This is an optimization exercise on Yosys and OpenROAD, whose aim is small area, a short achievable clock period and few clock cycles per item, not a production implementation. The RTL was checked by simulation tests, not by an equivalence proof against the original design.

== alpha ==
Design float64_mul, start of the top module:
module float64_mul (
        ap_clk,
        ap_rst,
        ap_start,
        ap_done,
        ap_idle,
        ap_ready,
        a,
        b,
        ap_return
);
==> flow/config.mk <==
export PLATFORM = sky130hd
export DESIGN_NAME = float64_mul
export DESIGN_NICKNAME = float64_mul
export VERILOG_FILES = /design/flow/design.v
export SDC_FILE = /design/flow/constraint.sdc
export NUM_CORES = 4
export LEC_CHECK = 0
export CAP_MARGIN = 30
export CORE_MARGIN = 2
export CORE_UTILIZATION = 45
export PLACE_DENSITY = 0.65
export SETUP_SLACK_MARGIN = 2.5
export SLEW_MARGIN = 30
==> flow/constraint.sdc <==
create_clock -name core_clock -period 10.0 [get_ports {ap_clk}]
set_input_delay 2.0000 -clock core_clock [delete_from_list [all_inputs] [get_ports {ap_clk}]]
set_output_delay 2.0000 -clock core_clock [all_outputs]
set_load 0.01 [all_outputs]
standard.sh (not shown) runs the stock make flow with config.mk's settings and CLKGATE_MAP_FILE= SYNTH_SCRIPT=/design/flow/synth_recipe.tcl, a recipe that flattens the netlist after the stock synthesis.
==> flow/flow/run.sh <==
#!/bin/bash
# The standard layout (the standard.sh, unchanged synthesis), except that the port
# buffers that global placement inserts on every input and output are plain
# sky130_fd_sc_hd__buf_4 cells instead of the delay buffers buffer_ports picks by default.
set -euo pipefail
export BUFFER_PORTS_ARGS="-buffer_cell sky130_fd_sc_hd__buf_4"
bash standard.sh finish > orfs_make.log 2>&1
Testbench counts of alpha, summed over its fixed seeds: cycles 9,600, items 2,400.
Input changes introduced in beta (baseline for comparison: alpha):
--- a/flow/design.v
+++ b/flow/design.v
@@ -4464,14 +4464,12 @@
 reg  [72:0] acc_c;
 reg  [17:0] ch0;          
 reg  [17:0] ch1;          
 reg  [12:0] e;            
 reg         fast_r;       
 reg  [10:0] ebase_r;
-reg  [10:0] ebase1_r;
-reg  [10:0] ebase2_r;
 wire st_idle = (state == S_IDLE);
 wire st_it1  = (state == S_IT1);
 wire st_it2  = (state == S_IT2);
 wire st_fin  = (state == S_FIN);
 wire st_slow = (state == S_SLOW);
 wire st_it0  = (state == S_IT0);
@@ -4490,13 +4488,13 @@
 wire [72:0] ts, tc;
 wire        inj   = st_it2 & fast_r;
 mstep u_step (.x(sig_a), .w(w), .first(first), .as_in(as_in), .ac_in(ac_in), .cin(cin),
               .inj(inj), .ts(ts), .tc(tc));
 wire [69:0]  hi   = acc_s[69:0] + acc_c[69:0];
 wire [105:0] y    = {hi, ch1, ch0};
-wire [105:0] r    = {acc_s[69:0], ch1, ch0};
+wire [105:0] r    = y;
 wire r_top   = r[105];
 wire e_gt1   = ~e[12] & (e > 13'd1);
 wire e_lt1   = e[12] | (e == 13'd0);
 wire e_vlow  = e[12] & (e < 13'h1fc8);          
 wire slow_done = ~(~r_top & e_gt1) & ~e_lt1;
 wire slow_ovf  = ~e[12] & (e >= 13'd2047);
@@ -4522,26 +4520,25 @@
         default: if (slow_done) state <= S_IDLE;
         endcase
     end
 end
 reg [105:0] r_next;
 always @(*) begin
-    if (shl)
+    if (st_fin)
+        r_next = r;
+    else if (shl)
         r_next = {r[104:0], 1'b0};
     else if (e_vlow)
         r_next = 106'd1;
     else
         r_next = {1'b0, r[105:2], r[1] | r[0]};
 end
 always @(posedge ap_clk) begin
-    if (st_slow) begin
+    if (st_fin | st_slow) begin
         acc_s <= {3'b000, r_next[105:36]};
-        acc_c <= 73'd1 << 15;
-    end else if (st_fin) begin
-        acc_s <= {3'b000, hi};
-        acc_c <= 73'd1 << 15;
+        acc_c <= 73'd0;
     end else begin
         acc_s <= ts;
         acc_c <= tc;
     end
 end
 always @(posedge ap_clk) begin
@@ -4553,14 +4550,12 @@
         if (st_it2) ch1 <= rsum[17:0];
     end
 end
 always @(posedge ap_clk) begin
     fast_r  <= fast;
     ebase_r <= esum[10:0] - 11'd1023;
-    ebase1_r <= esum[10:0] - 11'd1022;
-    ebase2_r <= esum[10:0] - 11'd1021;
 end
 always @(posedge ap_clk) begin
     if (st_fin)
         e <= {1'b0, esum} - 13'd1022;
     else if (st_slow) begin
         if (shl)
@@ -4572,21 +4567,23 @@
     end
 end
 wire        t     = y[105] | st_slow;
 wire [14:0] zx    = acc_s[14:0] ^ acc_c[14:0];
 wire [14:0] zo    = {acc_s[13:0] | acc_c[13:0], 1'b0};
 wire        z50   = ~|{zx ^ zo, ch1, ch0};
-wire        inc1  = y[52] & y[51];
+wire        inc1  = st_slow ? (y[52] & (y[53] | y[51] | ~z50)) : (y[52] & y[51]);
 wire [52:0] m1    = {1'b0, y[104:53]} + {52'd0, inc1};
 wire        co1   = m1[52];
-wire [51:0] mant1 = {m1[51:1], m1[0] & ~(inc1 & z50)};
+wire [51:0] mant1 = {m1[51:1], m1[0] & ~(inc1 & z50 & ~st_slow)};
 wire [51:0] mant0 = {y[103:53], y[52] & ~(z50 & ~y[51])};
 wire [10:0] em1   = e[10:0] - 11'd1;
 wire [10:0] ep1   = e[10:0] + 11'd1;
 wire [10:0] exp1s = (y[105] & co1) ? ep1 : (y[105] | co1) ? e[10:0] : em1;
-wire [10:0] exp1  = st_slow ? exp1s : (co1 ? ebase2_r : ebase1_r);
+wire [10:0] ebase1 = ebase_r + 11'd1;
+wire [10:0] ebase2 = ebase_r + 11'd2;
+wire [10:0] exp1  = st_slow ? exp1s : (co1 ? ebase2 : ebase1);
 wire [62:0] rounded = t ? {exp1, mant1} : {ebase_r, mant0};
 assign ap_return = st_spc ? special_val :
                    (st_slow & slow_ovf) ? {zs, 11'h7ff, 52'd0} :
                    {zs, rounded};
 assign ap_ready = ap_start & (st_spc | (st_fin & fast_r) | (st_slow & slow_done));
 assign ap_idle  = ~ap_start;
Findings:
Cell count across alpha and beta: no real change.
Summary of beta over alpha: wire length higher, number of global-route vias before repair higher, area occupied by multi-input gates higher.
Changes observed in beta relative to alpha: routed length per placed instance climbed 7.6%; worst setup slack after layout decreased 0.16 ns; clock-buffer cell count shrank by 3.
Testbench counts of beta, summed over its fixed seeds: cycles 9,600, items 2,400.

==> separate check: timing with driven ports <==
The flow's constraints put no driver on any port. The routed layouts listed below were extracted and timed again, unchanged, in two steps.
Step 1: set_driving_cell puts a clkbuf_16 on ap_clk and a buf_2 on each other input, an assumption about the parent block.
Step 2 also shifts input and output timing later by t, the mid clock arrival at the registers, as if the neighbouring blocks saw the same clock.
a / b / c = no drivers / after step 1 / after step 2; a / b = the first two.
run	shift t [ns]	slack for setup (ns)	hold slack, ns	cell pins on the clock port's net
alpha	0.643	2.573 / 2.521 / 1.966	0.466 / 0.466 / 0.466	1
beta	0.643	2.409 / 2.350 / 2.019	0.555 / 0.555 / 0.555	1
After both steps every run listed still meets setup and hold. The setup slack of alpha, which loses most, moves by -0.052 ns with the drivers and by -0.607 ns with both steps.
